Context: an optimization exercise on an open-source flow, tuned for small area and a short achievable clock period. The choices shown serve that exercise and are no tape-out recipe. The RTL was checked by simulation tests, not by an equivalence proof against the original design. Power is estimated from default activity; no workload was simulated.

[flow/run.sh]
#!/bin/bash
# The standard layout (the standard.sh), but without Yosys's full-adder
# extraction (ADDER_MAP_FILE empty): ABC then maps the adders itself, into
# faster gates than the fixed sky130 fa/ha cells. Registers are unchanged.
set -euo pipefail
bash standard.sh ADDER_MAP_FILE=  finish > standard_flow.log 2>&1
[standard.sh]
#!/bin/bash
# synth_recipe.tcl (not shown) runs the flow's synth.tcl, then flattens the netlist and writes it again
# the make line also repeats each setting of config.mk as NAME=value (left out here)
make -C /OpenROAD-flow-scripts/flow DESIGN_CONFIG=/design/flow/config.mk WORK_HOME=/design/flow/orfs CLKGATE_MAP_FILE= SYNTH_SCRIPT=/design/flow/synth_recipe.tcl "${@:-finish}"
[config.mk]
export PLATFORM = sky130hd
export DESIGN_NAME = mod
export DESIGN_NICKNAME = mod
export VERILOG_FILES = /design/flow/design.v
export SDC_FILE = /design/flow/constraint.sdc
export NUM_CORES = 4
export LEC_CHECK = 0
export ABC_AREA = 1
export CAP_MARGIN = 20
export CORE_MARGIN = 2
export CORE_UTILIZATION = 40
export SETUP_SLACK_MARGIN = 3.0
export SLEW_MARGIN = 20
[constraint.sdc]
create_clock -name core_clock -period 5.2 [get_ports {clk}]
set_input_delay 1.0400 -clock core_clock [delete_from_list [all_inputs] [get_ports {clk}]]
set_output_delay 1.0400 -clock core_clock [all_outputs]
set_load 0.01 [all_outputs]
[design.v]
`timescale 1ns / 1ps
module mod (
    input logic clk,
    input logic reset,
    input logic [15:0] samp,
    output logic pull,
    output logic pdata
);
    localparam logic [39:0] TH = 40'h00014CCCCC;
    logic [7:0]  cnt;
    logic [15:0] sv;
    logic [39:2] xb;
    logic [39:8] pb;
    logic [1:0] q;
    logic [4:1] cx, cx_n;
    logic [3:1] cp, cp_n;
    logic        q_out;     
    logic        pull_r;    
    wire [7:0] d0_0 = xb[9:2];
    wire o0 = 1'b0;
    wire [7:0] d1_0 = xb[17:10];
    wire a1_1 = &xb[17:10];
    wire a2_1 = &xb[17:11];
    wire g1 = a1_1 & cx[1];
    wire p1 = (a1_1 & !cx[1]) | (a2_1 & !xb[10] & cx[1]);
    wire o1 = g1 | (p1 & o0);
    wire [7:0] d2_0 = xb[25:18];
    wire a1_2 = &xb[25:18];
    wire a2_2 = &xb[25:19];
    wire g2 = a1_2 & cx[2];
    wire p2 = (a1_2 & !cx[2]) | (a2_2 & !xb[18] & cx[2]);
    wire o2 = g2 | (p2 & o1);
    wire [6:0] d3_0 = xb[32:26];
    wire a1_3 = &xb[32:26];
    wire a2_3 = &xb[32:27];
    wire g3 = a1_3 & cx[3];
    wire p3 = (a1_3 & !cx[3]) | (a2_3 & !xb[26] & cx[3]);
    wire o3 = g3 | (p3 & o2);
    wire [6:0] d4_0 = xb[39:33];
    wire s394_0 = (xb[39:33] >= 7'd64);
    wire s394_1 = ((xb[39:33] >= 7'd63) && (xb[39:33] <= 7'd126));
    wire s394_2 = ((xb[39:33] >= 7'd62) && (xb[39:33] <= 7'd125));
    wire y39 = (o3 ? (cx[4] ? s394_2 : s394_1) : (cx[4] ? s394_1 : s394_0));
    wire yz2_0 = (xb[25:18] <= 8'd127);
    wire yz2_1 = (xb[25:18] <= 8'd126) || (xb[25:18] == 8'd255);
    wire yz2_2 = (xb[25:18] <= 8'd125) || (xb[25:18] >= 8'd254);
    wire yz3_0 = (xb[32:26] == 7'd0);
    wire yz3_1 = (xb[32:26] == 7'd127);
    wire yz3_2 = (xb[32:26] == 7'd126);
    wire yz4_0 = (xb[39:33] == 7'd0) || (xb[39:33] == 7'd64);
    wire yz4_1 = (xb[39:33] == 7'd63) || (xb[39:33] == 7'd127);
    wire yz4_2 = (xb[39:33] == 7'd62) || (xb[39:33] == 7'd126);
    wire yz = (o1 ? (cx[2] ? yz2_2 : yz2_1) : (cx[2] ? yz2_1 : yz2_0)) & (o2 ? (cx[3] ? yz3_2 : yz3_1) : (cx[3] ? yz3_1 : yz3_0)) & (o3 ? (cx[4] ? yz4_2 : yz4_1) : (cx[4] ? yz4_1 : yz4_0));
    wire ya2_0 = (xb[25:18] >= 8'd128);
    wire ya2_1 = ((xb[25:18] >= 8'd127) && (xb[25:18] <= 8'd254));
    wire ya2_2 = ((xb[25:18] >= 8'd126) && (xb[25:18] <= 8'd253));
    wire ya3_0 = (xb[32:26] == 7'd127);
    wire ya3_1 = (xb[32:26] == 7'd126);
    wire ya3_2 = (xb[32:26] == 7'd125);
    wire ya4_0 = (xb[39:33] == 7'd63) || (xb[39:33] == 7'd127);
    wire ya4_1 = (xb[39:33] == 7'd62) || (xb[39:33] == 7'd126);
    wire ya4_2 = (xb[39:33] == 7'd61) || (xb[39:33] == 7'd125);
    wire ya = (o1 ? (cx[2] ? ya2_2 : ya2_1) : (cx[2] ? ya2_1 : ya2_0)) & (o2 ? (cx[3] ? ya3_2 : ya3_1) : (cx[3] ? ya3_1 : ya3_0)) & (o3 ? (cx[4] ? ya4_2 : ya4_1) : (cx[4] ? ya4_1 : ya4_0));
    wire ge1a0_0 = (xb[9:2] >= 8'd51);
    wire ge1s1_0 = (xb[17:10] >= 8'd52);
    wire ge1e1_0 = (xb[17:10] == 8'd51);
    wire ge1s1_1 = ((xb[17:10] >= 8'd51) && (xb[17:10] <= 8'd254));
    wire ge1e1_1 = (xb[17:10] == 8'd50);
    wire ge1s1_2 = ((xb[17:10] >= 8'd50) && (xb[17:10] <= 8'd253));
    wire ge1e1_2 = (xb[17:10] == 8'd49);
    wire ge1s2_0 = ((xb[25:18] >= 8'd84) && (xb[25:18] <= 8'd127)) || (xb[25:18] >= 8'd212);
    wire ge1e2_0 = (xb[25:18] == 8'd83) || (xb[25:18] == 8'd211);
    wire ge1s2_1 = ((xb[25:18] >= 8'd83) && (xb[25:18] <= 8'd126)) || ((xb[25:18] >= 8'd211) && (xb[25:18] <= 8'd254));
    wire ge1e2_1 = (xb[25:18] == 8'd82) || (xb[25:18] == 8'd210);
    wire ge1s2_2 = ((xb[25:18] >= 8'd82) && (xb[25:18] <= 8'd125)) || ((xb[25:18] >= 8'd210) && (xb[25:18] <= 8'd253));
    wire ge1e2_2 = (xb[25:18] == 8'd81) || (xb[25:18] == 8'd209);
    wire ge1 = ((o1 ? (cx[2] ? ge1s2_2 : ge1s2_1) : (cx[2] ? ge1s2_1 : ge1s2_0)) | ((o1 ? (cx[2] ? ge1e2_2 : ge1e2_1) : (cx[2] ? ge1e2_1 : ge1e2_0)) & ((o0 ? (cx[1] ? ge1s1_2 : ge1s1_1) : (cx[1] ? ge1s1_1 : ge1s1_0)) | ((o0 ? (cx[1] ? ge1e1_2 : ge1e1_1) : (cx[1] ? ge1e1_1 : ge1e1_0)) & ge1a0_0))));
    wire le2a0_0 = (xb[9:2] <= 8'd204);
    wire le2s1_0 = (xb[17:10] <= 8'd203);
    wire le2e1_0 = (xb[17:10] == 8'd204);
    wire le2s1_1 = (xb[17:10] <= 8'd202) || (xb[17:10] == 8'd255);
    wire le2e1_1 = (xb[17:10] == 8'd203);
    wire le2s1_2 = (xb[17:10] <= 8'd201) || (xb[17:10] >= 8'd254);
    wire le2e1_2 = (xb[17:10] == 8'd202);
    wire le2s2_0 = (xb[25:18] <= 8'd43) || ((xb[25:18] >= 8'd128) && (xb[25:18] <= 8'd171));
    wire le2e2_0 = (xb[25:18] == 8'd44) || (xb[25:18] == 8'd172);
    wire le2s2_1 = (xb[25:18] <= 8'd42) || ((xb[25:18] >= 8'd127) && (xb[25:18] <= 8'd170)) || (xb[25:18] == 8'd255);
    wire le2e2_1 = (xb[25:18] == 8'd43) || (xb[25:18] == 8'd171);
    wire le2s2_2 = (xb[25:18] <= 8'd41) || ((xb[25:18] >= 8'd126) && (xb[25:18] <= 8'd169)) || (xb[25:18] >= 8'd254);
    wire le2e2_2 = (xb[25:18] == 8'd42) || (xb[25:18] == 8'd170);
    wire le2 = ((o1 ? (cx[2] ? le2s2_2 : le2s2_1) : (cx[2] ? le2s2_1 : le2s2_0)) | ((o1 ? (cx[2] ? le2e2_2 : le2e2_1) : (cx[2] ? le2e2_1 : le2e2_0)) & ((o0 ? (cx[1] ? le2s1_2 : le2s1_1) : (cx[1] ? le2s1_1 : le2s1_0)) | ((o0 ? (cx[1] ? le2e1_2 : le2e1_1) : (cx[1] ? le2e1_1 : le2e1_0)) & le2a0_0))));
    wire c0 = !y39 & (!yz | ge1);
    wire c1 = !y39 & (!ya | le2);
    wire s1 = xb[10] ^ pb[10] ^ q[0];
    wire c2 = (xb[10] & pb[10]) | (xb[10] & q[0]) | (pb[10] & q[0]);
    wire s3 = xb[11] ^ pb[11] ^ q[0];
    wire c4 = (xb[11] & pb[11]) | (xb[11] & q[0]) | (pb[11] & q[0]);
    wire s5 = xb[12] ^ pb[12];
    wire c6 = xb[12] & pb[12];
    wire s7 = xb[13] ^ pb[13] ^ cp[1];
    wire c8 = (xb[13] & pb[13]) | (xb[13] & cp[1]) | (pb[13] & cp[1]);
    wire s9 = xb[14] ^ pb[14] ^ q[0];
    wire c10 = (xb[14] & pb[14]) | (xb[14] & q[0]) | (pb[14] & q[0]);
    wire s11 = xb[15] ^ pb[15] ^ q[0];
    wire c12 = (xb[15] & pb[15]) | (xb[15] & q[0]) | (pb[15] & q[0]);
    wire s13 = xb[16] ^ pb[16];
    wire c14 = xb[16] & pb[16];
    wire s15 = xb[17] ^ pb[17] ^ cp[2];
    wire c16 = (xb[17] & pb[17]) | (xb[17] & cp[2]) | (pb[17] & cp[2]);
    wire s17 = xb[18] ^ pb[18] ^ q[0];
    wire c18 = (xb[18] & pb[18]) | (xb[18] & q[0]) | (pb[18] & q[0]);
    wire s19 = xb[19] ^ pb[19] ^ q[0];
    wire c20 = (xb[19] & pb[19]) | (xb[19] & q[0]) | (pb[19] & q[0]);
    wire s21 = xb[20] ^ pb[20];
    wire c22 = xb[20] & pb[20];
    wire s23 = xb[21] ^ pb[21];
    wire c24 = xb[21] & pb[21];
    wire s25 = xb[22] ^ pb[22] ^ q[0];
    wire c26 = (xb[22] & pb[22]) | (xb[22] & q[0]) | (pb[22] & q[0]);
    wire s27 = xb[23] ^ pb[23];
    wire c28 = xb[23] & pb[23];
    wire s29 = xb[24] ^ pb[24] ^ cp[3];
    wire c30 = (xb[24] & pb[24]) | (xb[24] & cp[3]) | (pb[24] & cp[3]);
    wire s31 = xb[25] ^ pb[25] ^ q[0];
    wire c32 = (xb[25] & pb[25]) | (xb[25] & q[0]) | (pb[25] & q[0]);
    wire s33 = xb[26] ^ pb[26];
    wire c34 = xb[26] & pb[26];
    wire s35 = xb[27] ^ pb[27];
    wire c36 = xb[27] & pb[27];
    wire s37 = xb[28] ^ pb[28];
    wire c38 = xb[28] & pb[28];
    wire s39 = xb[29] ^ pb[29];
    wire c40 = xb[29] & pb[29];
    wire s41 = xb[30] ^ pb[30];
    wire c42 = xb[30] & pb[30];
    wire s43 = xb[31] ^ pb[31];
    wire c44 = xb[31] & pb[31];
    wire s45 = xb[32] ^ pb[32];
    wire c46 = xb[32] & pb[32];
    wire s47 = xb[33] ^ pb[33];
    wire c48 = xb[33] & pb[33];
    wire s49 = xb[34] ^ pb[34];
    wire c50 = xb[34] & pb[34];
    wire s51 = xb[35] ^ pb[35];
    wire c52 = xb[35] & pb[35];
    wire s53 = xb[36] ^ pb[36];
    wire c54 = xb[36] & pb[36];
    wire s55 = xb[37] ^ pb[37];
    wire c56 = xb[37] & pb[37];
    wire s57 = xb[38] ^ pb[38];
    wire c58 = xb[38] & pb[38];
    wire s59 = xb[39] ^ pb[39];
    wire c60 = xb[39] & pb[39];
    wire s61 = xb[2] ^ q[0] ^ 1'b0;
    wire c62 = (xb[2] & q[0]) | (xb[2] & 1'b0) | (q[0] & 1'b0);
    wire s63 = xb[3] ^ q[0] ^ c62;
    wire c64 = (xb[3] & q[0]) | (xb[3] & c62) | (q[0] & c62);
    wire s65 = xb[4] ^ c64;
    wire c66 = xb[4] & c64;
    wire s67 = xb[5] ^ c66;
    wire c68 = xb[5] & c66;
    wire s69 = xb[6] ^ q[0] ^ c68;
    wire c70 = (xb[6] & q[0]) | (xb[6] & c68) | (q[0] & c68);
    wire s71 = xb[7] ^ q[0] ^ c70;
    wire c72 = (xb[7] & q[0]) | (xb[7] & c70) | (q[0] & c70);
    wire s73 = xb[8] ^ pb[8] ^ c72;
    wire c74 = (xb[8] & pb[8]) | (xb[8] & c72) | (pb[8] & c72);
    wire s75 = xb[9] ^ pb[9] ^ c74;
    wire c76 = (xb[9] & pb[9]) | (xb[9] & c74) | (pb[9] & c74);
    assign cx_n[1] = c76;
    wire s77 = s1 ^ cx[1];
    wire c78 = s1 & cx[1];
    wire s79 = s3 ^ c2 ^ c78;
    wire c80 = (s3 & c2) | (s3 & c78) | (c2 & c78);
    wire s81 = s5 ^ c4 ^ c80;
    wire c82 = (s5 & c4) | (s5 & c80) | (c4 & c80);
    wire s83 = s7 ^ c6 ^ c82;
    wire c84 = (s7 & c6) | (s7 & c82) | (c6 & c82);
    wire s85 = s9 ^ c8 ^ c84;
    wire c86 = (s9 & c8) | (s9 & c84) | (c8 & c84);
    wire s87 = s11 ^ c10 ^ c86;
    wire c88 = (s11 & c10) | (s11 & c86) | (c10 & c86);
    wire s89 = s13 ^ c12 ^ c88;
    wire c90 = (s13 & c12) | (s13 & c88) | (c12 & c88);
    wire s91 = s15 ^ c14 ^ c90;
    wire c92 = (s15 & c14) | (s15 & c90) | (c14 & c90);
    assign cx_n[2] = c92;
    wire s93 = s17 ^ c16 ^ cx[2];
    wire c94 = (s17 & c16) | (s17 & cx[2]) | (c16 & cx[2]);
    wire s95 = s19 ^ c18 ^ c94;
    wire c96 = (s19 & c18) | (s19 & c94) | (c18 & c94);
    wire s97 = s21 ^ c20 ^ c96;
    wire c98 = (s21 & c20) | (s21 & c96) | (c20 & c96);
    wire s99 = s23 ^ c22 ^ c98;
    wire c100 = (s23 & c22) | (s23 & c98) | (c22 & c98);
    wire s101 = s25 ^ c24 ^ c100;
    wire c102 = (s25 & c24) | (s25 & c100) | (c24 & c100);
    wire s103 = s27 ^ c26 ^ c102;
    wire c104 = (s27 & c26) | (s27 & c102) | (c26 & c102);
    wire s105 = s29 ^ c28 ^ c104;
    wire c106 = (s29 & c28) | (s29 & c104) | (c28 & c104);
    wire s107 = s31 ^ c30 ^ c106;
    wire c108 = (s31 & c30) | (s31 & c106) | (c30 & c106);
    assign cx_n[3] = c108;
    wire s109 = s33 ^ c32 ^ cx[3];
    wire c110 = (s33 & c32) | (s33 & cx[3]) | (c32 & cx[3]);
    wire s111 = s35 ^ c34 ^ c110;
    wire c112 = (s35 & c34) | (s35 & c110) | (c34 & c110);
    wire s113 = s37 ^ c36 ^ c112;
    wire c114 = (s37 & c36) | (s37 & c112) | (c36 & c112);
    wire s115 = s39 ^ c38 ^ c114;
    wire c116 = (s39 & c38) | (s39 & c114) | (c38 & c114);
    wire s117 = s41 ^ c40 ^ c116;
    wire c118 = (s41 & c40) | (s41 & c116) | (c40 & c116);
    wire s119 = s43 ^ c42 ^ c118;
    wire c120 = (s43 & c42) | (s43 & c118) | (c42 & c118);
    wire s121 = s45 ^ c44 ^ c120;
    wire c122 = (s45 & c44) | (s45 & c120) | (c44 & c120);
    assign cx_n[4] = c122;
    wire s123 = s47 ^ c46 ^ cx[4];
    wire c124 = (s47 & c46) | (s47 & cx[4]) | (c46 & cx[4]);
    wire s125 = s49 ^ c48 ^ c124;
    wire c126 = (s49 & c48) | (s49 & c124) | (c48 & c124);
    wire s127 = s51 ^ c50 ^ c126;
    wire c128 = (s51 & c50) | (s51 & c126) | (c50 & c126);
    wire s129 = s53 ^ c52 ^ c128;
    wire c130 = (s53 & c52) | (s53 & c128) | (c52 & c128);
    wire s131 = s55 ^ c54 ^ c130;
    wire c132 = (s55 & c54) | (s55 & c130) | (c54 & c130);
    wire s133 = s57 ^ c56 ^ c132;
    wire c134 = (s57 & c56) | (s57 & c132) | (c56 & c132);
    wire s135 = s59 ^ c58 ^ c134;
    wire c136 = (s59 & c58) | (s59 & c134) | (c58 & c134);
    wire [5:0] ps137 = {1'b0, pb[12], pb[11], pb[10], pb[9], pb[8]} + {1'b0, ~sv[4], ~sv[3], ~sv[2], ~sv[1], ~sv[0]} + 6'(1'b1);
    assign cp_n[1] = ps137[5];
    wire [4:0] ps138 = {1'b0, pb[16], pb[15], pb[14], pb[13]} + {1'b0, ~sv[8], ~sv[7], ~sv[6], ~sv[5]} + 5'(cp[1]);
    assign cp_n[2] = ps138[4];
    wire [7:0] ps139 = {1'b0, pb[23], pb[22], pb[21], pb[20], pb[19], pb[18], pb[17]} + {1'b0, ~sv[15], ~sv[14], ~sv[13], ~sv[12], ~sv[11], ~sv[10], ~sv[9]} + 8'(cp[2]);
    assign cp_n[3] = ps139[7];
    wire inc140 = cp[3] & !(~q[1]);
    wire dec141 = (~q[1]) & !cp[3];
    wire t142 = inc140 | dec141;
    wire s143 = pb[24] ^ t142;
    wire t144 = (inc140 & pb[24]) | (dec141 & !(pb[24]));
    wire s145 = pb[25] ^ t144;
    wire t146 = (inc140 & pb[24] & pb[25]) | (dec141 & !(pb[24] | pb[25]));
    wire s147 = pb[26] ^ t146;
    wire t148 = (inc140 & pb[24] & pb[25] & pb[26]) | (dec141 & !(pb[24] | pb[25] | pb[26]));
    wire s149 = pb[27] ^ t148;
    wire t150 = (inc140 & pb[24] & pb[25] & pb[26] & pb[27]) | (dec141 & !(pb[24] | pb[25] | pb[26] | pb[27]));
    wire s151 = pb[28] ^ t150;
    wire t152 = (inc140 & pb[24] & pb[25] & pb[26] & pb[27] & pb[28]) | (dec141 & !(pb[24] | pb[25] | pb[26] | pb[27] | pb[28]));
    wire s153 = pb[29] ^ t152;
    wire t154 = (inc140 & pb[24] & pb[25] & pb[26] & pb[27] & pb[28] & pb[29]) | (dec141 & !(pb[24] | pb[25] | pb[26] | pb[27] | pb[28] | pb[29]));
    wire s155 = pb[30] ^ t154;
    wire t156 = (inc140 & pb[24] & pb[25] & pb[26] & pb[27] & pb[28] & pb[29] & pb[30]) | (dec141 & !(pb[24] | pb[25] | pb[26] | pb[27] | pb[28] | pb[29] | pb[30]));
    wire s157 = pb[31] ^ t156;
    wire t158 = (inc140 & pb[24] & pb[25] & pb[26] & pb[27] & pb[28] & pb[29] & pb[30] & pb[31]) | (dec141 & !(pb[24] | pb[25] | pb[26] | pb[27] | pb[28] | pb[29] | pb[30] | pb[31]));
    wire s159 = pb[32] ^ t158;
    wire t160 = (inc140 & pb[24] & pb[25] & pb[26] & pb[27] & pb[28] & pb[29] & pb[30] & pb[31] & pb[32]) | (dec141 & !(pb[24] | pb[25] | pb[26] | pb[27] | pb[28] | pb[29] | pb[30] | pb[31] | pb[32]));
    wire s161 = pb[33] ^ t160;
    wire t162 = (inc140 & pb[24] & pb[25] & pb[26] & pb[27] & pb[28] & pb[29] & pb[30] & pb[31] & pb[32] & pb[33]) | (dec141 & !(pb[24] | pb[25] | pb[26] | pb[27] | pb[28] | pb[29] | pb[30] | pb[31] | pb[32] | pb[33]));
    wire s163 = pb[34] ^ t162;
    wire t164 = (inc140 & pb[24] & pb[25] & pb[26] & pb[27] & pb[28] & pb[29] & pb[30] & pb[31] & pb[32] & pb[33] & pb[34]) | (dec141 & !(pb[24] | pb[25] | pb[26] | pb[27] | pb[28] | pb[29] | pb[30] | pb[31] | pb[32] | pb[33] | pb[34]));
    wire s165 = pb[35] ^ t164;
    wire t166 = (inc140 & pb[24] & pb[25] & pb[26] & pb[27] & pb[28] & pb[29] & pb[30] & pb[31] & pb[32] & pb[33] & pb[34] & pb[35]) | (dec141 & !(pb[24] | pb[25] | pb[26] | pb[27] | pb[28] | pb[29] | pb[30] | pb[31] | pb[32] | pb[33] | pb[34] | pb[35]));
    wire s167 = pb[36] ^ t166;
    wire t168 = (inc140 & pb[24] & pb[25] & pb[26] & pb[27] & pb[28] & pb[29] & pb[30] & pb[31] & pb[32] & pb[33] & pb[34] & pb[35] & pb[36]) | (dec141 & !(pb[24] | pb[25] | pb[26] | pb[27] | pb[28] | pb[29] | pb[30] | pb[31] | pb[32] | pb[33] | pb[34] | pb[35] | pb[36]));
    wire s169 = pb[37] ^ t168;
    wire t170 = (inc140 & pb[24] & pb[25] & pb[26] & pb[27] & pb[28] & pb[29] & pb[30] & pb[31] & pb[32] & pb[33] & pb[34] & pb[35] & pb[36] & pb[37]) | (dec141 & !(pb[24] | pb[25] | pb[26] | pb[27] | pb[28] | pb[29] | pb[30] | pb[31] | pb[32] | pb[33] | pb[34] | pb[35] | pb[36] | pb[37]));
    wire s171 = pb[38] ^ t170;
    wire t172 = (inc140 & pb[24] & pb[25] & pb[26] & pb[27] & pb[28] & pb[29] & pb[30] & pb[31] & pb[32] & pb[33] & pb[34] & pb[35] & pb[36] & pb[37] & pb[38]) | (dec141 & !(pb[24] | pb[25] | pb[26] | pb[27] | pb[28] | pb[29] | pb[30] | pb[31] | pb[32] | pb[33] | pb[34] | pb[35] | pb[36] | pb[37] | pb[38]));
    wire s173 = pb[39] ^ t172;
    wire [39:2] xb_n = {s135, s133, s131, s129, s127, s125, s123, s121, s119, s117, s115, s113, s111, s109, s107, s105, s103, s101, s99, s97, s95, s93, s91, s89, s87, s85, s83, s81, s79, s77, s75, s73, s71, s69, s67, s65, s63, s61};
    wire [39:8] pb_n = {s173, s171, s169, s167, s165, s163, s161, s159, s157, s155, s153, s151, s149, s147, s145, s143, ps139[6], ps139[5], ps139[4], ps139[3], ps139[2], ps139[1], ps139[0], ps138[3], ps138[2], ps138[1], ps138[0], ps137[4], ps137[3], ps137[2], ps137[1], ps137[0]};
    always_ff @(posedge clk or posedge reset) begin
        if (reset) begin
            cnt <= 8'hFF;
            pull_r <= 1'b1;
            sv  <= '0;
            xb  <= 38'h2000533332;
            pb  <= '0;
            q   <= '0;
            q_out <= 1'b0;
            cx  <= '0;
            cp  <= '0;
        end else begin
            cnt <= cnt + 8'd1;
            pull_r <= (cnt == 8'hFE);
            if (cnt == 8'hFF) sv <= samp;
            xb  <= xb_n;
            pb  <= pb_n;
            cx  <= cx_n;
            cp  <= cp_n;
            q[0] <= q[0] ? c1 : c0;
            q[1] <= q[1] ? c1 : c0;
            q_out <= q_out ? c1 : c0;
        end
    end
    assign pull  = pull_r;
    assign pdata = q_out;
endmodule
==> results.py, run 1 <==
metrics = {
    "logic_synthesis": {
        "syn_inst": 919,
        "synth_area_per_cell_um2": 7.198,
        "async_flop_share_pct": 100.0,
        "ys_ff_latch": 105,
        "syn-num-nets": 937,
        "synth_edf_count": 0,
        "ys_types": 41,
        "synth.top_cell.area_share_pct": 31.78,
        "ys.flop_type": "dfrtp_1",
        "ys_seq_area_share_pct": 40.12,
        "synth.largest_area_cell": "dfrtp_1",
        "yosysWarningCount": 1,
        "synth.top_cells.by_count": "nand2_1 (258), nor2_1 (126), inv_1 (112)",
        "mappedNetlistArea_um2": 6615,
        "ys_top_cells_by_area": "dfrtp_1 (32%), nand2_1 (15%), dfstp_2 (8.3%)",
        "synth.most_common_cell": "nand2_1",
    },
    "setup_path": {
        "max_stage_delay_ns": 0.51,
        "crit_cells": 1,
        "r2r_end": "q[0]$_DFF_PP0_",
        "rr_worst_depth": 13,
        "critPathArrivalTime_ns": 1.12,
        "r2r-start": "xb[10]$_DFF_PP1_",
        "crit_slowest_cell": "dfstp_2",
        "critPathLaunch": "pull_r$_DFF_PP1_",
        "startpoint_type": "flip-flop",
        "worstSetupEndpointType": "output port",
        "crit_family": "flip-flops",
        "crit_required_ns": 4.16,
        "path_buf_inv": 1,
        "crit_fanout": 1,
        "rrSetupSlack_ns": 3.14,
        "endpoint": "pull",
        "crit_chain": "dlygate4sd2_1",
        "critPathKind": "flip-flop to output port",
    },
    "placement": {
        "dpl.hpwl_mm": 9.533,
        "gp_congestion": 0.8157,
        "io_buffers": 19,
    },
    "floorplanning": {
        "die_h_um": 132.6,
        "initial_utilization_pct": 40.46,
        "die_area_um2": 17580,
        "rows": 47,
        "io_pins": 20,
        "fp.dieW_um": 132.6,
        "core_area_um2": 16350,
    },
    "power_and_ir_drop": {
        "pwr-share-comb_pct": 56.4,
        "p_clk_share_pct": 13.1,
        "ir_drop_v": 0.0002491,
        "seq_power_share_pct": 30.5,
        "leakagePower_nw": 3.809,
        "p_sw_w": 0.002533,
        "intPower_w": 0.002930,
        "swShare_pct": 46.37,
        "cellPowerDensity_nw_per_um2": 712.3,
    },
    "drt": {
        "drc": 0,
        "first_pass_iters": 7,
        "vias_per_cell": 4.689,
        "routed_wl_mm": 12.96,
        "wl_per_cell_um": 10.91,
        "antenna_left": 0,
        "vias": 5570,
        "first_iter_violations": 224,
    },
    "timing": {
        "relSlewSlack_pct": 62.27,
        "hold_viol_final": 0,
        "finalSetupViolCount": 0,
        "max_clock_freq_mhz": 463.9,
        "period_minus_slack_ns": 2.155,
        "final.setup.tns_ns": 0,
        "slew_viol_final": 0,
        "worst_clock_skew_ns": 0.005919,
        "rsz0062_at_grt": "yes",
        "worst_pin_slew_ns": 0.5647,
        "period_share_pct": 41.45,
    },
    "clocking": {
        "cts_tree": "yes",
        "cts_num_sinks": 105,
        "cts.reportedPaths.clkPinSlew_ns": 0.07,
        "ctsHtreeMaxLevel": 3,
        "numCtsBuffers": 9,
        "cts-root-buf": "clkbuf_16",
        "hold_buffers": 0,
        "clk_latency_ns": 0.35,
        "clock_path_buffers": 2,
    },
    "final_layout": {
        "diodes": 0,
        "nNetsFinal": 981,
        "drive_above_1_share_pct": 14.26,
        "utilization_pct": 46.92,
        "syn2layout_area_growth_pct": 15.94,
    },
    "global_routing": {
        "grt_max_degree": 48,
        "grt_overflow": 0,
        "grt_pass1_wl_mm": 22.85,
        "track_usage_pct": 15.59,
        "antenna_found_initial": 0,
        "grt_pass1_vias": 5123,
    },
    "min_path": {
        "worst_hold_path_type": "flip-flop to flip-flop",
    },
    "status": {
        "status": "timing/DRC/antenna clean",
    },
    "run": {
        "max_cap_violations": 0,
    },
}
-- layout by cell type, fill, tap and decap left out, drive strengths merged, types with 2 or more instances in the layout --
cell / Yosys / layout
o21ai: 51 / 51
clkbuf: 4 / 11
o22ai: 3 / 3
xnor2: 30 / 30
nor2: 133 / 133
o211ai: 5 / 5
nand4: 14 / 14
nor3: 15 / 15
a21o: 2 / 2
dfstp: 21 / 21
dlygate4sd2: 0 / 2
buf: 5 / 23
a21boi: 2 / 2
o21bai: 2 / 2
or2: 12 / 12
mux2: 8 / 8
maj3: 2 / 2
nand2: 263 / 263
clkinvlp: 0 / 2
clkinv: 1 / 2
nand3: 46 / 46
nand3b: 4 / 4
a31oi: 3 / 3
dfrtp: 84 / 84
inv: 114 / 115
xor2: 48 / 48
clkdlybuf4s50: 0 / 17
a21oi: 41 / 41
-- final cells by class --
class / instances / area, um^2
Clock buffer: 11 / 252.7
Clock inverter: 5 / 67.56
Fill cell: 1697 / 8678
Inverter: 115 / 441.7
Multi-Input combinational cell: 690 / 3598
Sequential cell: 105 / 2661
Tap cell: 220 / 275.3
Timing Repair Buffer: 42 / 372.9
-- what timing repair did --
| item | 4_1_cts | 5_1_grt |
|---|---|---|
| hold endpoints to repair | 0 | 0 |
| resized for setup | 5 | 44 |
| setup endpoints to repair | 17 | 16 |
| buffers inserted | 2 | 17 |
| pin swaps | 0 | 13 |
-- power by group through the flow --
stage / logic, W / clock network (W) / registers [W]
after floorplan: 0.00248 / 0 / 0.00154
after global placement: 0.00282 / 0 / 0.00170
after detailed placement: 0.00285 / 0 / 0.00171
after CTS: 0.00290 / 0.000752 / 0.00168
after global routing: 0.00356 / 0.000782 / 0.00174
final: 0.00308 / 0.000717 / 0.00167
-- kinds of logic after synthesis --
logic type	synth area share (%)
DFF	40.12
muxes	1.362
buffers and inverters	7.244
xor gates and xnor gates	10.33
adders and majority gates	0.3026
AOI/OAI and AO/OA	9.117
and+or+nand+nor	31.53
-- how the worst min path moves through the flow --
stage                startpoint               end  slack (ns)  depth (start not counted)
4_1_cts        cnt[0]$_DFF_PP1_  cnt[0]$_DFF_PP1_        0.49                          1
2_1_floorplan  cnt[0]$_DFF_PP1_  cnt[0]$_DFF_PP1_        0.45                          1
6_report       cnt[0]$_DFF_PP1_  cnt[0]$_DFF_PP1_        0.49                          1
5_1_grt        cnt[0]$_DFF_PP1_  cnt[0]$_DFF_PP1_        0.51                          1
3_5_place_dp   cnt[0]$_DFF_PP1_  cnt[0]$_DFF_PP1_        0.47                          1
3_3_place_gp   cnt[0]$_DFF_PP1_  cnt[0]$_DFF_PP1_        0.47                          1
-- through the flow --
stage / cells / area [um^2] / total power, W / worst slack [ns] / hold slack, ns
after CTS: 1171 / 7420 / 0.005330 / 3.017 / 0.4920
after floorplan: 919 / 6619 / 0.004025 / 2.918 / 0.4542
after global placement: 1153 / 7079 / 0.004521 / 2.743 / 0.4662
after global routing: 1188 / 7670 / 0.006080 / 2.986 / 0.5072
final: 1188 / 7670 / 0.005463 / 3.045 / 0.4886
after detailed placement: 1153 / 7079 / 0.004558 / 2.697 / 0.4728
-- metal layers --
layer | share of wire, % | global-route usage [%] | vias to the layer above
met5 | 0 | 0 | -
met4 | 1.4 | 4.898 | 0
met3 | 1.9 | 3.142 | 14
met2 | 48 | 26.25 | 34
met1 | 49 | 20.20 | 2526
li1 | - | - | 2996
-- sequential cells by signal, indices dropped and copies added (netlist names) --
signal / count
pull_r: 1
cx: 4
q: 2
cp: 3
cnt: 8
xb: 38
sv: 16
pb: 32
q_out: 1
==> run 2, diff against run 1 <==
--- a/config.mk
+++ b/config.mk
@@ -9,5 +9,5 @@
 export CAP_MARGIN = 20
 export CORE_MARGIN = 2
 export CORE_UTILIZATION = 40
-export SETUP_SLACK_MARGIN = 3.0
+export SETUP_SLACK_MARGIN = 3.2
 export SLEW_MARGIN = 20
==> run 2 against run 1 <==
Compared with the run above: combinational power rose by 18%; wire length up 5.4%; sequential power barely moved; total power increased by 10%; sequential cell count stayed put; fmax increased by 7.3%; utilization rose by 2.7 points; synthesized area unchanged.
==> results.py, run 2 <==
metrics = {
    "status": {
        "status": "timing/DRC/antenna clean",
    },
    "logic_synthesis": {
        "ys_top_cells_by_area": "dfrtp_1 (32%), nand2_1 (15%), dfstp_2 (8.3%)",
        "ys.flop_type": "dfrtp_1",
        "synthAdderAreaFrac_pct": 0.3026,
        "mappedNetlistArea_um2": 6615,
        "synth.largest_area_cell": "dfrtp_1",
        "synth_xor_area_share_pct": 10.33,
        "async_flop_share_pct": 100.0,
        "synth.top_cells.by_count": "nand2_1 (258), nor2_1 (126), inv_1 (112)",
        "synth_simple_gate_area_share_pct": 31.53,
        "synth-compound-area-share_pct": 9.117,
        "synth_area_per_cell_um2": 7.198,
        "synth_edf_count": 0,
        "ys_ff_latch": 105,
        "synth_top_family_by_area": "simple AND/OR/NAND/NOR gates",
        "synth.mux.area_fraction_pct": 1.362,
        "yosysWarningCount": 1,
        "syn_inst": 919,
        "synth.top_cell.area_share_pct": 31.78,
        "syn-num-nets": 937,
        "ys_types": 41,
        "ys_seq_area_share_pct": 40.12,
        "synth.most_common_cell": "nand2_1",
    },
    "placement": {
        "dpl.hpwl_mm": 9.533,
        "dpl.cell_count": 1153,
        "io_buffers": 19,
        "post-place-ws_ns": 2.697,
        "gp_congestion": 0.8157,
    },
    "timing": {
        "final.setup.tns_ns": 0,
        "rsz0062_at_grt": "yes",
        "period_share_pct": 38.64,
        "worst_pin_slew_ns": 0.5779,
        "relSlewSlack_pct": 61.39,
        "hold_viol_final": 0,
        "finalSetupViolCount": 0,
        "worst_clock_skew_ns": 0.006566,
        "max_clock_freq_mhz": 497.7,
        "fin_ws_ns": 3.191,
        "slew_viol_final": 0,
        "period_minus_slack_ns": 2.009,
    },
    "setup_path": {
        "endpoint": "pull",
        "critPathArrivalTime_ns": 0.97,
        "crit_chain": "buf_6",
        "startpoint_type": "flip-flop",
        "crit_family": "flip-flops",
        "crit_slowest_cell": "dfstp_2",
        "crit_cells": 1,
        "rr_worst_depth": 18,
        "crit_required_ns": 4.16,
        "critPathLaunch": "pull_r$_DFF_PP1_",
        "critPathKind": "flip-flop to output port",
        "r2r_end": "xb[17]$_DFF_PP0_",
        "max_stage_delay_ns": 0.53,
        "rrSetupSlack_ns": 3.21,
        "r2r-start": "q[0]$_DFF_PP0_",
        "worstSetupEndpointType": "output port",
        "crit_fanout": 1,
        "path_buf_inv": 1,
    },
    "final_layout": {
        "layout_common_cells": "nand2_1 (216), nor2_1 (114), inv_1 (103)",
        "diodes": 0,
        "drive_above_1_share_pct": 22.88,
        "final_common_cell": "nand2_1",
        "nNetsFinal": 1005,
        "reg_top3": "xb (38), pb (32), sv (16)",
        "multi_input_area_um2": 3842,
        "syn2layout_area_growth_pct": 22.70,
        "largest_register_ffs": 38,
        "fillers": 1651,
        "top_register": "xb",
        "finalNonFillerCells": 1212,
        "final-seq-area_um2": 2666,
        "utilization_pct": 49.65,
    },
    "clocking": {
        "numCtsBuffers": 9,
        "ctsHtreeMaxLevel": 3,
        "cts-root-buf": "clkbuf_16",
        "cts.reportedPaths.clkPinSlew_ns": 0.07,
        "hold_buffers": 0,
        "clock_path_buffers": 2,
        "cts_tree": "yes",
        "cts_num_sinks": 105,
        "clk_latency_ns": 0.35,
    },
    "drt": {
        "wl_per_cell_um": 11.26,
        "first_iter_violations": 240,
        "antenna_left": 0,
        "vias_per_cell": 4.746,
        "routed_wl_mm": 13.65,
        "vias": 5752,
        "first_pass_iters": 6,
        "drc": 0,
    },
    "global_routing": {
        "grt_max_degree": 48,
        "grt_overflow": 0,
        "antenna_found_initial": 0,
        "grt_pass1_vias": 5239,
        "grt_pass1_wl_mm": 23.28,
        "track_usage_pct": 15.92,
    },
    "power_and_ir_drop": {
        "ir_drop_v": 0.0002581,
        "leakagePower_nw": 3.979,
        "cellPowerDensity_nw_per_um2": 742.3,
    },
    "min_path": {
        "min_path_cells": 1,
        "hold_start": "cnt[0]$_DFF_PP1_",
        "worst_hold_path_type": "flip-flop to flip-flop",
    },
    "floorplanning": {
        "io_pins": 20,
        "core_area_um2": 16350,
        "initial_utilization_pct": 40.46,
        "die_h_um": 132.6,
        "fp.dieW_um": 132.6,
        "rows": 47,
        "die_area_um2": 17580,
    },
    "run": {
        "max_cap_violations": 0,
    },
}
-- run 2: worst min-delay path by stage --
| stage | to |
|---|---|
| 6_report | cnt[0]$_DFF_PP1_ |
| 3_3_place_gp | cnt[0]$_DFF_PP1_ |
| 4_1_cts | cnt[0]$_DFF_PP1_ |
| 5_1_grt | cnt[0]$_DFF_PP1_ |
| 3_5_place_dp | cnt[0]$_DFF_PP1_ |
| 2_1_floorplan | cnt[0]$_DFF_PP1_ |
-- run 2: cell families after synthesis --
kind of cell	after synthesis
adders and majority gates	2
AOI/OAI and AO/OA	111
and+or+nand+nor	491
xor gates and xnor gates	78
muxes	8
buffers and inverters	124
DFF	105
-- run 2: layer usage --
layer	vias to the layer above	routed length, um	part of all wire [%]	track usage (%)
met4	0	182	1.3	4.839
met5	-	0	0	0
li1	3048	-	-	-
met1	2633	6407	47	20.47
met3	14	347	2.5	3.027
met2	57	6712	49	27.20
-- run 2: where the power goes --
group	switching, W	internal [W]	total [W]
sequential	0.000423	0.00125	0.00167
combinational	0.00206	0.00158	0.00363
clock	0.000312	0.000407	0.000720
total	0.00279	0.00323	0.00602
-- run 2: per-stage QoR --
step | hold slack, ns | area, um^2 | power, W
2_1_floorplan | 0.4542 | 6619 | 0.004025
3_3_place_gp | 0.4662 | 7079 | 0.004521
3_5_place_dp | 0.4728 | 7079 | 0.004558
4_1_cts | 0.4920 | 7567 | 0.005452
5_1_grt | 0.5072 | 8117 | 0.006642
6_report | 0.4898 | 8117 | 0.006025
-- run 2: area by class of cell --
cell class / instances / area share (%)
multi-input cells: 690 / 47.34
flip-flops and latches: 105 / 32.85
repair buffers: 66 / 7.029
inverters: 115 / 5.442
well taps: 220 / 3.391
clock buffers: 11 / 3.114
clock inverters: 5 / 0.8324
-- run 2: repair_timing --
action / CTS / global route
buffers inserted: 13 / 30
setup endpoints to repair: 38 / 26
pin swaps: 5 / 36
resized for setup: 33 / 108
==> run 3, diff against run 2 <==
--- a/config.mk
+++ b/config.mk
@@ -9,5 +9,5 @@
 export CAP_MARGIN = 20
 export CORE_MARGIN = 2
 export CORE_UTILIZATION = 40
-export SETUP_SLACK_MARGIN = 3.2
+export SETUP_SLACK_MARGIN = 2.8
 export SLEW_MARGIN = 20
==> run 3 against run 2 <==
Compared with the run above: combinational power is 21% lower; sequential cell count did not move; via count down 4.5%; fmax fell by 13%; global-route usage down 0.35 points; utilization decreased by 4.2 points; hold slack lost 0.0012 ns; critical endpoint is now pdata; largest power group unchanged.
==> results.py, run 3 <==
metrics = {
    "status": {
        "status": "timing/DRC/antenna clean",
    },
    "timing": {
        "rsz0062_at_grt": "yes",
        "worst_pin_slew_ns": 0.5651,
        "period_share_pct": 44.38,
        "worst_hold_slack_ns": 0.4886,
        "slew_viol_final": 0,
        "final.setup.tns_ns": 0,
        "max_clock_freq_mhz": 433.3,
        "finalSetupViolCount": 0,
        "hold_viol_final": 0,
        "relSlewSlack_pct": 62.24,
        "period_minus_slack_ns": 2.308,
        "worst_clock_skew_ns": 0.006413,
    },
    "logic_synthesis": {
        "synth.top_cells.by_count": "nand2_1 (258), nor2_1 (126), inv_1 (112)",
        "ys_types": 41,
        "ys_top_cells_by_area": "dfrtp_1 (32%), nand2_1 (15%), dfstp_2 (8.3%)",
        "mappedNetlistArea_um2": 6615,
        "synth.largest_area_cell": "dfrtp_1",
        "syn-num-nets": 937,
        "synth.top_cell.area_share_pct": 31.78,
        "synth_edf_count": 0,
        "synth_area_per_cell_um2": 7.198,
        "synth.most_common_cell": "nand2_1",
        "async_flop_share_pct": 100.0,
        "syn_inst": 919,
        "ys.flop_type": "dfrtp_1",
        "ys_seq_area_share_pct": 40.12,
        "ys_ff_latch": 105,
        "yosysWarningCount": 1,
    },
    "floorplanning": {
        "die_h_um": 132.6,
        "rows": 47,
        "die_area_um2": 17580,
        "core_area_um2": 16350,
        "io_pins": 20,
        "fp.dieW_um": 132.6,
        "initial_utilization_pct": 40.46,
    },
    "setup_path": {
        "crit_fanout": 3,
        "worstSetupEndpointType": "output port",
        "crit_chain": "clkdlybuf4s50_1",
        "startpoint_type": "flip-flop",
        "crit_family": "buffers and inverters",
        "crit_required_ns": 4.16,
        "max_stage_delay_ns": 0.54,
        "crit_slowest_cell": "clkdlybuf4s50_1",
        "path_buf_inv": 1,
        "critPathKind": "flip-flop to output port",
        "critPathArrivalTime_ns": 1.27,
    },
    "placement": {
        "io_buffers": 19,
        "dpl.cell_count": 1153,
        "gp_congestion": 0.8157,
        "dpl.hpwl_mm": 9.533,
    },
    "final_layout": {
        "top_register": "xb",
        "final_common_cell": "nand2_1",
        "nNetsFinal": 963,
        "syn2layout_area_growth_pct": 12.22,
        "layout_common_cells": "nand2_1 (257), nor2_1 (125), inv_1 (111)",
        "reg_top3": "xb (38), pb (32), sv (16)",
        "fillers": 1710,
        "multi_input_area_um2": 3491,
        "diodes": 0,
        "drive_above_1_share_pct": 8.947,
        "largest_register_ffs": 38,
        "finalNonFillerCells": 1170,
        "final-seq-area_um2": 2658,
    },
    "global_routing": {
        "grt.busiest_layer": "met2",
        "grt_pass1_wl_mm": 22.82,
        "met2_usage_pct": 26.25,
        "antenna_found_initial": 0,
        "met3_usage_pct": 3.142,
        "grt_max_degree": 48,
        "grt_overflow": 0,
        "track_usage_pct": 15.57,
        "grt_pass1_vias": 5123,
        "grt_use_met1_pct": 20.13,
    },
    "drt": {
        "vias_per_cell": 4.693,
        "wl_per_cell_um": 10.77,
        "first_pass_iters": 4,
        "antenna_left": 0,
        "first_iter_violations": 246,
        "routed_wl_mm": 12.60,
        "vias": 5491,
        "drc": 0,
    },
    "min_path": {
        "worst_hold_path_type": "flip-flop to flip-flop",
    },
    "run": {
        "max_cap_violations": 0,
    },
    "power_and_ir_drop": {
        "ir_drop_v": 0.0002643,
        "leakagePower_nw": 3.718,
        "cellPowerDensity_nw_per_um2": 709.9,
    },
    "clocking": {
        "numCtsBuffers": 9,
        "clock_path_buffers": 2,
        "hold_buffers": 0,
        "cts-root-buf": "clkbuf_16",
        "cts.reportedPaths.clkPinSlew_ns": 0.07,
        "ctsHtreeMaxLevel": 3,
        "cts_num_sinks": 105,
        "cts_tree": "yes",
        "clk_latency_ns": 0.35,
    },
}
-- run 3: cell counts after synthesis --
Identical to the previous run, type by type.
-- run 3: timing repair --
action / 4_1_cts / 5_1_grt
resized for setup: 2 / 7
pin swaps: 0 / 0
setup endpoints to repair: 8 / 12
gates cloned: 0 / 0
setup buffers: 0 / 1
-- run 3: worst paths after layout --
check	from	end	slack [ns]	depth (start not counted)
hold reg to reg	cnt[0]$_DFF_PP1_	cnt[0]$_DFF_PP1_	0.49	1
min in group asynchronous	reset	xb[26]$_DFF_PP0_	1.10	2
max in group asynchronous	reset	xb[10]$_DFF_PP1_	3.25	3
hold / removal	cnt[0]$_DFF_PP1_	cnt[0]$_DFF_PP1_	0.49	1
setup / recovery	q_out$_DFF_PP0_	pdata	2.89	1
setup reg to reg	xb[25]$_DFF_PP0_	q_out$_DFF_PP0_	3.03	11
-- run 3: report_power, final --
part	total, W	internal [W]	switching [W]
sequential	0.00169	0.00124	0.000445
combinational	0.00286	0.00117	0.00169
clock	0.000718	0.000408	0.000311
-- run 3: logic make-up after synthesis --
family                   count (synthesis)  share of synthesized area [%]
AO/OA/AOI/OAI                          111                          9.117
XOR/XNOR                                78                          10.33
adder cells (fa/ha/maj)                  2                         0.3026
buffers and inverters                  124                          7.244
flip-flops                             105                          40.12
multiplexers                             8                          1.362
AND/OR/NAND/NOR                        491                          31.53
-- run 3: layout make-up --
cell class              instances  area share (%)
clock inverters                 5          0.9102
inverters                     115           5.933
multi-input cells             690           47.03
repair buffers                 24           3.219
flip-flops and latches        105           35.80
clock buffers                  11           3.405
well taps                     220           3.708
-- run 3: per-layer routing --
metal	share of wire (%)	routed length, um	up-vias
met5	0	0	-
met4	0.78	98	0
met3	2.2	280	8
met2	48	6063	39
met1	49	6158	2484
li1	-	-	2960
-- run 3: through the flow --
stage,cell area [um^2],utilization (%),worst slack [ns],total power [W]
floorplan,6619,-,2.918,0.004025
global placement,7079,43.30,2.743,0.004521
detailed placement,7079,43.30,2.697,0.004558
CTS,7400,45.26,2.841,0.005317
global route,7423,45.41,2.751,0.005887
finish,7423,45.41,2.892,0.005270
==> run 4, diff against run 3 <==
--- a/config.mk
+++ b/config.mk
@@ -8,6 +8,6 @@
 export ABC_AREA = 1
 export CAP_MARGIN = 20
 export CORE_MARGIN = 2
-export CORE_UTILIZATION = 40
-export SETUP_SLACK_MARGIN = 2.8
+export CORE_UTILIZATION = 50
+export SETUP_SLACK_MARGIN = 2.9
 export SLEW_MARGIN = 20
==> run 4 against run 3 <==
Compared with the run above: clock skew is 0.0018 ns higher; wire length is 7.6% higher; design area is 0.59% higher; critical path depth stayed put; synthesized cell count stayed put; cell count is 3.1% lower; synthesized area stayed put; total power is 2.6% higher; non-clock buffer count is 8 higher; critical endpoint is now pull.
==> results.py, run 4 <==
metrics = {
    "status": {
        "status": "timing/DRC/antenna clean",
    },
    "placement": {
        "gp_congestion": 0.8937,
        "post-place-ws_ns": 2.741,
        "io_buffers": 19,
        "place_area_um2": 7004,
        "dpl.hpwl_mm": 10.06,
    },
    "logic_synthesis": {
        "synth.largest_area_cell": "dfrtp_1",
        "synth_edf_count": 0,
        "ys_types": 41,
        "synth.top_cell.area_share_pct": 31.78,
        "syn_inst": 919,
        "ys_seq_area_share_pct": 40.12,
        "yosysWarningCount": 1,
        "mappedNetlistArea_um2": 6615,
        "synth_area_per_cell_um2": 7.198,
        "ys_ff_latch": 105,
        "synth.top_cells.by_count": "nand2_1 (258), nor2_1 (126), inv_1 (112)",
        "async_flop_share_pct": 100.0,
        "synth.most_common_cell": "nand2_1",
        "syn-num-nets": 937,
        "ys_top_cells_by_area": "dfrtp_1 (32%), nand2_1 (15%), dfstp_2 (8.3%)",
        "ys.flop_type": "dfrtp_1",
    },
    "global_routing": {
        "grt_use_met1_pct": 25.22,
        "grt_pass1_vias": 5309,
        "track_usage_pct": 20.14,
        "grt_overflow": 0,
        "met3_usage_pct": 4.646,
        "grt_pass1_wl_mm": 23.38,
        "grt.busiest_layer": "met2",
        "grt_max_degree": 58,
        "met2_usage_pct": 35.20,
        "antenna_found_initial": 0,
    },
    "clocking": {
        "cts_num_sinks": 105,
        "clock_path_buffers": 2,
        "ctsHtreeMaxLevel": 3,
        "numCtsBuffers": 9,
        "cts_tree": "yes",
        "cts.reportedPaths.clkPinSlew_ns": 0.07,
        "cts-root-buf": "clkbuf_16",
        "clk_latency_ns": 0.36,
    },
    "setup_path": {
        "endpoint": "pull",
        "critPathKind": "flip-flop to output port",
        "crit_chain": "dlygate4sd2_1",
        "critPathArrivalTime_ns": 1.12,
        "r2r_end": "xb[17]$_DFF_PP0_",
        "worstSetupEndpointType": "output port",
        "r2r-start": "xb[10]$_DFF_PP1_",
        "path_buf_inv": 1,
        "crit_slowest_cell": "dfstp_2",
        "startpoint_type": "flip-flop",
        "crit_required_ns": 4.16,
        "rrSetupSlack_ns": 3.06,
        "crit_fanout": 1,
        "rr_worst_depth": 18,
        "crit_cells": 1,
        "critPathLaunch": "pull_r$_DFF_PP1_",
        "max_stage_delay_ns": 0.51,
        "crit_family": "flip-flops",
    },
    "timing": {
        "relSlewSlack_pct": 50.19,
        "finalSetupViolCount": 0,
        "period_minus_slack_ns": 2.163,
        "final.setup.tns_ns": 0,
        "slew_viol_final": 0,
        "rsz0062_at_grt": "no",
        "fin_ws_ns": 3.038,
        "worst_clock_skew_ns": 0.008262,
        "period_share_pct": 41.59,
        "max_clock_freq_mhz": 462.4,
        "worst_pin_slew_ns": 0.7472,
        "hold_viol_final": 0,
    },
    "final_layout": {
        "fillers": 1282,
        "utilization_pct": 57.07,
        "diodes": 0,
        "layout_common_cells": "nand2_1 (254), nor2_1 (122), inv_1 (110)",
        "reg_top3": "xb (38), pb (32), sv (16)",
        "largest_register_ffs": 38,
        "nNetsFinal": 971,
        "drive_above_1_share_pct": 11.27,
        "syn2layout_area_growth_pct": 12.88,
        "final_common_cell": "nand2_1",
        "design_area_um2": 7467,
        "top_register": "xb",
    },
    "floorplanning": {
        "die_area_um2": 14170,
        "die_h_um": 119.0,
        "initial_utilization_pct": 50.55,
        "rows": 42,
        "io_pins": 20,
        "core_area_um2": 13090,
        "fp.dieW_um": 119.0,
    },
    "power_and_ir_drop": {
        "cellPowerDensity_nw_per_um2": 723.8,
        "ir_drop_v": 0.0003946,
        "leakagePower_nw": 3.740,
    },
    "drt": {
        "first_pass_iters": 5,
        "routed_wl_mm": 13.56,
        "vias_per_cell": 5.049,
        "antenna_left": 0,
        "first_iter_violations": 381,
        "vias": 5725,
        "drc": 0,
        "wl_per_cell_um": 11.96,
    },
    "min_path": {
        "worst_hold_path_type": "flip-flop to flip-flop",
        "hold_start": "cnt[0]$_DFF_PP1_",
    },
    "run": {
        "max_cap_violations": 0,
    },
}
==> run 4: cell type report <==
type | instances | area (um^2) | share of cell area [%]
clock buffers | 9 | 225.2 | 3.016
clock inverters | 7 | 78.83 | 1.056
inverters | 115 | 446.7 | 5.982
multi-input cells | 690 | 3552 | 47.57
flip-flops and latches | 105 | 2659 | 35.61
well taps | 176 | 220.2 | 2.949
repair buffers | 32 | 285.3 | 3.820
==> run 4: repair_timing <==
action / in CTS / in global routing
endpoints found under the setup margin: 14 / 16
hold endpoints to repair: 0 / 0
buffers inserted: 0 / 10
pin swaps: 0 / 5
gates resized for setup: 4 / 25
hold buffers: 0 / 0
==> run 4: cells by family (layout without fill, tap and decap cells) <==
kind of cell | after synthesis | in the layout | synth area share [%]
simple gates | 491 | 491 | 31.53
fa+ha+maj | 2 | 2 | 0.3026
flops | 105 | 105 | 40.12
buf+inv | 124 | 163 | 7.244
mux | 8 | 8 | 1.362
compound gates | 111 | 111 | 9.117
xor+xnor | 78 | 78 | 10.33
==> run 4: how the worst min path moves through the flow <==
stage / end / slack, ns / cells past startpoint
2_1_floorplan: cnt[0]$_DFF_PP1_ / 0.45 / 1
3_3_place_gp: cnt[0]$_DFF_PP1_ / 0.47 / 1
3_5_place_dp: cnt[0]$_DFF_PP1_ / 0.47 / 1
4_1_cts: cnt[0]$_DFF_PP1_ / 0.49 / 1
5_1_grt: cnt[0]$_DFF_PP1_ / 0.52 / 1
6_report: cnt[0]$_DFF_PP1_ / 0.49 / 1
==> run 4: where the power goes <==
group	leakage [nW]	switching (W)	internal, W	total, W
Clock	0.138	0.000324	0.000377	0.000700
Combinational	2.42	0.00179	0.00122	0.00300
Sequential	1.18	0.000455	0.00124	0.00170
==> run 4: metal layers <==
metal	wire, um	up-vias
li1	-	2976
met1	6330	2663
met2	6687	79
met3	425	7
met4	113	0
met5	0	-
==> run 4: through the flow <==
stage | cells | hold slack, ns | total power [W]
after floorplan | 919 | 0.4542 | 0.004025
after global placement | 1108 | 0.4657 | 0.004464
after detailed placement | 1108 | 0.4707 | 0.004595
after CTS | 1124 | 0.4897 | 0.005325
after global routing | 1134 | 0.5194 | 0.005958
final | 1134 | 0.4903 | 0.005405
==> run 5, diff against run 4 <==
--- a/config.mk
+++ b/config.mk
@@ -8,6 +8,7 @@
 export ABC_AREA = 1
 export CAP_MARGIN = 20
 export CORE_MARGIN = 2
-export CORE_UTILIZATION = 50
+export CORE_UTILIZATION = 40
+export PLACE_DENSITY = 0.7
 export SETUP_SLACK_MARGIN = 2.9
 export SLEW_MARGIN = 20
==> run 5 against run 4 <==
Compared with the run above: sequential share of layout area down 0.41 points; count of clock-buffer cells in the layout unchanged; clock skew up 0.0012 ns; fmax down 0.42%; global-route usage down 4.7 points; synthesized area unchanged; clock power down 4.0%; sequential cell count unchanged; critical endpoint is now q_out$_DFF_PP0_; design area up 1.1%.
==> results.py, run 5 <==
metrics = {
    "setup_path": {
        "max_stage_delay_ns": 0.63,
        "critPathKind": "flip-flop to flip-flop",
        "critPathLaunch": "xb[24]$_DFF_PP1_",
        "crit_slowest_cell": "dfstp_2",
        "critPathArrivalTime_ns": 2.42,
        "crit_chain": "inv_1 -> nor3_2 -> nand4_1 -> nand2_1 -> o21ai_0 -> nand2_1 -> nand3_1 -> o21ai_0 -> nand4_1 -> nand3b_1 -> nand2_1",
        "startpoint_type": "flip-flop",
        "r2r_end": "q_out$_DFF_PP0_",
        "r2r-start": "xb[24]$_DFF_PP1_",
        "crit_cells": 11,
        "rrSetupSlack_ns": 3.03,
        "crit_fanout": 9,
        "worstSetupEndpointType": "flip-flop",
        "crit_required_ns": 5.45,
        "path_buf_inv": 1,
        "crit_family": "simple AND/OR/NAND/NOR gates",
        "cpMostUsedCell": "nand2_1",
        "rr_worst_depth": 11,
        "endpoint": "q_out$_DFF_PP0_",
    },
    "drt": {
        "vias_per_cell": 4.747,
        "first_pass_iters": 4,
        "first_iter_violations": 319,
        "vias": 5625,
        "wl_per_cell_um": 10.93,
        "drc": 0,
        "routed_wl_mm": 12.96,
        "antenna_left": 0,
    },
    "clocking": {
        "cts_num_sinks": 105,
        "cts_tree": "yes",
        "cts.reportedPaths.clkPinSlew_ns": 0.07,
        "ctsHtreeMaxLevel": 3,
        "cts-root-buf": "clkbuf_16",
        "numCtsBuffers": 9,
        "clk_latency_ns": 0.36,
        "clock_path_buffers": 2,
    },
    "logic_synthesis": {
        "synth.most_common_cell": "nand2_1",
        "ys_seq_area_share_pct": 40.12,
        "synth.largest_area_cell": "dfrtp_1",
        "async_flop_share_pct": 100.0,
        "syn-num-nets": 937,
        "ys_top_cells_by_area": "dfrtp_1 (32%), nand2_1 (15%), dfstp_2 (8.3%)",
        "synth_area_per_cell_um2": 7.198,
        "yosysWarningCount": 1,
        "ys.flop_type": "dfrtp_1",
        "synth.top_cell.area_share_pct": 31.78,
        "mappedNetlistArea_um2": 6615,
        "ys_ff_latch": 105,
        "syn_inst": 919,
        "ys_types": 41,
        "synth_edf_count": 0,
        "synth.top_cells.by_count": "nand2_1 (258), nor2_1 (126), inv_1 (112)",
    },
    "floorplanning": {
        "core_area_um2": 16350,
        "rows": 47,
        "initial_utilization_pct": 40.46,
        "die_area_um2": 17580,
        "io_pins": 20,
        "die_h_um": 132.6,
        "fp.dieW_um": 132.6,
    },
    "final_layout": {
        "syn2layout_area_growth_pct": 14.13,
        "largest_register_ffs": 38,
        "final_common_cell": "nand2_1",
        "diodes": 0,
        "top_register": "xb",
        "nNetsFinal": 978,
        "reg_top3": "xb (38), pb (32), sv (16)",
        "layout_common_cells": "nand2_1 (254), nor2_1 (123), inv_1 (111)",
        "drive_above_1_share_pct": 11.81,
    },
    "timing": {
        "finalSetupViolCount": 0,
        "slew_viol_final": 0,
        "period_share_pct": 41.76,
        "final.setup.tns_ns": 0,
        "rsz0062_at_grt": "no",
        "worst_pin_slew_ns": 0.5008,
        "worst_clock_skew_ns": 0.009508,
        "hold_viol_final": 0,
        "period_minus_slack_ns": 2.172,
        "relSlewSlack_pct": 66.54,
        "max_clock_freq_mhz": 460.5,
    },
    "min_path": {
        "worst_hold_path_type": "flip-flop to flip-flop",
    },
    "global_routing": {
        "grt_pass1_vias": 5090,
        "antenna_found_initial": 0,
        "track_usage_pct": 15.47,
        "grt_max_degree": 48,
        "grt_overflow": 0,
        "grt.busiest_layer": "met2",
        "met3_usage_pct": 3.295,
        "grt_pass1_wl_mm": 22.50,
        "grt_use_met1_pct": 19.66,
        "met2_usage_pct": 26.08,
    },
    "power_and_ir_drop": {
        "ir_drop_v": 0.0003098,
        "design_power_total_w": 0.005327,
        "cellPowerDensity_nw_per_um2": 705.6,
        "leakagePower_nw": 3.776,
    },
    "placement": {
        "dpl.hpwl_mm": 9.290,
        "io_buffers": 19,
        "gp_congestion": 0.8363,
    },
    "status": {
        "status": "timing/DRC/antenna clean",
    },
    "run": {
        "max_cap_violations": 0,
    },
}
[run 5: cell counts after synthesis]
No cell type changed its count.
[run 5: worst min-delay path by stage]
stage | from | to | slack [ns] | cells after the start
2_1_floorplan | cnt[0]$_DFF_PP1_ | cnt[0]$_DFF_PP1_ | 0.45 | 1
6_report | cnt[0]$_DFF_PP1_ | cnt[0]$_DFF_PP1_ | 0.49 | 1
5_1_grt | xb[6]$_DFF_PP1_ | xb[6]$_DFF_PP1_ | 0.52 | 1
3_3_place_gp | cnt[0]$_DFF_PP1_ | cnt[0]$_DFF_PP1_ | 0.47 | 1
3_5_place_dp | cnt[0]$_DFF_PP1_ | cnt[0]$_DFF_PP1_ | 0.48 | 1
4_1_cts | cnt[0]$_DFF_PP1_ | cnt[0]$_DFF_PP1_ | 0.50 | 1
[run 5: logic make-up (layout without fill, tap and decap cells)]
group | count (synthesis) | after routing | share of synthesized area [%]
XOR/XNOR | 78 | 78 | 10.33
adder cells (fa/ha/maj) | 2 | 2 | 0.3026
AO/OA/AOI/OAI | 111 | 111 | 9.117
flip-flops | 105 | 105 | 40.12
multiplexers | 8 | 8 | 1.362
AND/OR/NAND/NOR | 491 | 491 | 31.53
buffers and inverters | 124 | 170 | 7.244
[run 5: metrics by stage]
step	hold WS [ns]	std cells	cell area (um^2)	utilization [%]	worst slack, ns
6_report	0.4925	1185	7550	46.18	3.028
5_1_grt	0.5192	1185	7550	46.18	2.823
4_1_cts	0.4974	1170	7366	45.06	2.931
3_5_place_dp	0.4786	1153	7067	43.23	2.447
3_3_place_gp	0.4734	1153	7067	43.23	2.430
2_1_floorplan	0.4542	919	6619	-	2.918
[run 5: timing repair]
action | 4_1_cts | 5_1_grt
hold endpoints to repair | 0 | 0
hold buffers | 0 | 0
gates cloned | 1 | 0
buffers inserted | 0 | 15
gates resized for setup | 4 | 19
setup endpoints to repair | 60 | 64
pin swaps | 0 | 7
[run 5: power by group]
group,internal (W),switching [W]
combinational,0.00122,0.00177
sequential,0.00124,0.000426
clock,0.000336,0.000336
total,0.00280,0.00253
[run 5: cell type report]
class / instances / area [um^2]
fill: 1674 / 8798
multi-input combinational: 690 / 3548
sequential: 105 / 2658
inverter: 115 / 435.4
timing repair buffer: 38 / 334.1
tap: 220 / 275.3
clock buffer: 9 / 225.2
clock inverter: 7 / 66.31
timing repair inverter: 1 / 7.507
[run 5: per-layer routing]
layer	share of wire, %	wire length (um)
met1	48	6260
met2	47	6141
met3	2.6	334
met4	1.7	219
met5	0	0
==> run 6, diff against run 5 <==
--- a/config.mk
+++ b/config.mk
@@ -9,6 +9,6 @@
 export CAP_MARGIN = 20
 export CORE_MARGIN = 2
 export CORE_UTILIZATION = 40
-export PLACE_DENSITY = 0.7
+export CTS_CLUSTER_SIZE = 30
 export SETUP_SLACK_MARGIN = 2.9
 export SLEW_MARGIN = 20
==> run 6 against run 5 <==
Compared with the run above: wire length fell by 1.0%; synthesized cell count did not move; sequential cell count is the same; critical path depth decreased by 10; via count fell by 1.5%; sequential power barely moved; largest power group unchanged; non-clock buffer count decreased by 6; critical path type is now flip-flop to output port; highest routed layer unchanged.
==> results.py, run 6 <==
metrics = {
    "status": {
        "status": "timing/DRC/antenna clean",
    },
    "timing": {
        "worst_clock_skew_ns": 0.006664,
        "period_minus_slack_ns": 2.156,
        "relSlewSlack_pct": 62.24,
        "finalSetupViolCount": 0,
        "hold_viol_final": 0,
        "worst_pin_slew_ns": 0.5652,
        "max_clock_freq_mhz": 463.9,
        "final.setup.tns_ns": 0,
        "rsz0062_at_grt": "no",
        "period_share_pct": 41.45,
        "slew_viol_final": 0,
    },
    "drt": {
        "vias_per_cell": 4.705,
        "first_pass_iters": 6,
        "first_iter_violations": 264,
        "antenna_left": 0,
        "routed_wl_mm": 12.82,
        "wl_per_cell_um": 10.89,
        "drc": 0,
        "vias": 5542,
    },
    "global_routing": {
        "grt_pass1_wl_mm": 22.82,
        "track_usage_pct": 15.57,
        "grt_overflow": 0,
        "grt_pass1_vias": 5123,
        "grt_max_degree": 48,
        "met2_usage_pct": 26.25,
        "grt_use_met1_pct": 20.13,
        "met3_usage_pct": 3.142,
        "grt.busiest_layer": "met2",
        "antenna_found_initial": 0,
    },
    "logic_synthesis": {
        "ys_top_cells_by_area": "dfrtp_1 (32%), nand2_1 (15%), dfstp_2 (8.3%)",
        "synth.largest_area_cell": "dfrtp_1",
        "ys_seq_area_share_pct": 40.12,
        "async_flop_share_pct": 100.0,
        "syn-num-nets": 937,
        "syn_inst": 919,
        "ys_types": 41,
        "mappedNetlistArea_um2": 6615,
        "synth_edf_count": 0,
        "yosysWarningCount": 1,
        "synth.top_cells.by_count": "nand2_1 (258), nor2_1 (126), inv_1 (112)",
        "synth.top_cell.area_share_pct": 31.78,
        "ys_ff_latch": 105,
        "synth.most_common_cell": "nand2_1",
        "synth_area_per_cell_um2": 7.198,
        "ys.flop_type": "dfrtp_1",
    },
    "clocking": {
        "ctsHtreeMaxLevel": 3,
        "hold_buffers": 0,
        "cts.reportedPaths.clkPinSlew_ns": 0.07,
        "clock_path_buffers": 2,
        "clk_latency_ns": 0.35,
        "cts_num_sinks": 105,
        "cts-root-buf": "clkbuf_16",
        "numCtsBuffers": 9,
        "cts_tree": "yes",
    },
    "setup_path": {
        "crit_cells": 1,
        "critPathArrivalTime_ns": 1.12,
        "crit_required_ns": 4.16,
        "critPathKind": "flip-flop to output port",
        "crit_fanout": 1,
        "crit_chain": "dlygate4sd2_1",
        "crit_family": "flip-flops",
        "max_stage_delay_ns": 0.51,
        "path_buf_inv": 1,
        "startpoint_type": "flip-flop",
        "crit_slowest_cell": "dfstp_2",
        "rr_worst_depth": 13,
        "critPathLaunch": "pull_r$_DFF_PP1_",
        "worstSetupEndpointType": "output port",
        "r2r-start": "xb[10]$_DFF_PP1_",
    },
    "final_layout": {
        "largest_register_ffs": 38,
        "nNetsFinal": 971,
        "top_register": "xb",
        "utilization_pct": 46.10,
        "layout_common_cells": "nand2_1 (257), nor2_1 (122), inv_1 (111)",
        "diodes": 0,
        "fillers": 1706,
        "final_common_cell": "nand2_1",
        "reg_top3": "xb (38), pb (32), sv (16)",
        "syn2layout_area_growth_pct": 13.92,
        "drive_above_1_share_pct": 10.96,
    },
    "floorplanning": {
        "die_h_um": 132.6,
        "die_area_um2": 17580,
        "fp.dieW_um": 132.6,
        "core_area_um2": 16350,
        "initial_utilization_pct": 40.46,
        "rows": 47,
        "io_pins": 20,
    },
    "placement": {
        "dpl.hpwl_mm": 9.533,
        "gp_congestion": 0.8157,
        "io_buffers": 19,
    },
    "power_and_ir_drop": {
        "cellPowerDensity_nw_per_um2": 710.3,
        "ir_drop_v": 0.0002620,
        "leakagePower_nw": 3.769,
    },
    "min_path": {
        "min_path_cells": 1,
        "hold_start": "cnt[0]$_DFF_PP1_",
        "worst_hold_path_type": "flip-flop to flip-flop",
    },
    "run": {
        "max_cap_violations": 0,
    },
}
==> run 6: changes by cell type in the layout (fill, tap and decap cells not counted), moves of 2 or more <==
cell / delta
nand2_1: +3
inv_6: +3
nor3_2: -2
nor3_1: +2
clkbuf_8: +2
nor2_2: +2
clkinv_2: -2
buf_12: +2
nand2_2: -3
buf_4: -7
==> run 6: cell families after synthesis <==
logic type | synth area share, %
simple gates | 31.53
buf+inv | 7.244
compound gates | 9.117
flops | 40.12
xor+xnor | 10.33
mux | 1.362
fa+ha+maj | 0.3026
==> run 6: layer usage <==
layer	wire length, um	part of all wire (%)
met5	0	0
met4	189	1.5
met3	292	2.3
met2	6115	48
met1	6226	49
==> run 6: cell type report <==
| cell class | instances | area [um^2] | area share, % |
|---|---|---|---|
| clock buffer | 11 | 252.7 | 3.354 |
| clock inverter | 5 | 67.56 | 0.8966 |
| inverter | 115 | 440.4 | 5.844 |
| multi-input combinational | 690 | 3530 | 46.84 |
| sequential | 105 | 2660 | 35.30 |
| tap | 220 | 275.3 | 3.653 |
| timing repair buffer | 32 | 310.3 | 4.118 |
==> run 6: stage by stage <==
| stage | instances | setup slack [ns] | hold slack, ns | area [um^2] | power, W |
|---|---|---|---|---|---|
| after floorplan | 919 | 2.918 | 0.4542 | 6619 | 0.004025 |
| after global placement | 1153 | 2.743 | 0.4662 | 7079 | 0.004521 |
| after detailed placement | 1153 | 2.697 | 0.4728 | 7079 | 0.004558 |
| after CTS | 1169 | 2.922 | 0.4920 | 7402 | 0.005317 |
| after global routing | 1178 | 2.908 | 0.5072 | 7536 | 0.005966 |
| final | 1178 | 3.044 | 0.4886 | 7536 | 0.005353 |
==> run 6: what timing repair did <==
action	in CTS	in global routing
setup endpoints to repair	14	16
pin swaps	0	2
setup buffers	0	9
gates resized for setup	4	19
==> run 6: final timing paths <==
kind,end,slack [ns]
setup / recovery,pull,3.04
hold / removal,cnt[0]$_DFF_PP1_,0.49
setup reg to reg,q[0]$_DFF_PP0_,3.13
hold reg to reg,cnt[0]$_DFF_PP1_,0.49
max in group asynchronous,xb[10]$_DFF_PP1_,3.25
min in group asynchronous,xb[26]$_DFF_PP0_,1.10
==> run 6: power breakdown <==
group | switching, W | internal [W] | leakage, nW | total, W
Sequential | 0.000439 | 0.00125 | 1.18 | 0.00169
Clock | 0.000310 | 0.000407 | 0.159 | 0.000718
Combinational | 0.00173 | 0.00122 | 2.43 | 0.00295
Total | 0.00248 | 0.00287 | 3.77 | 0.00535
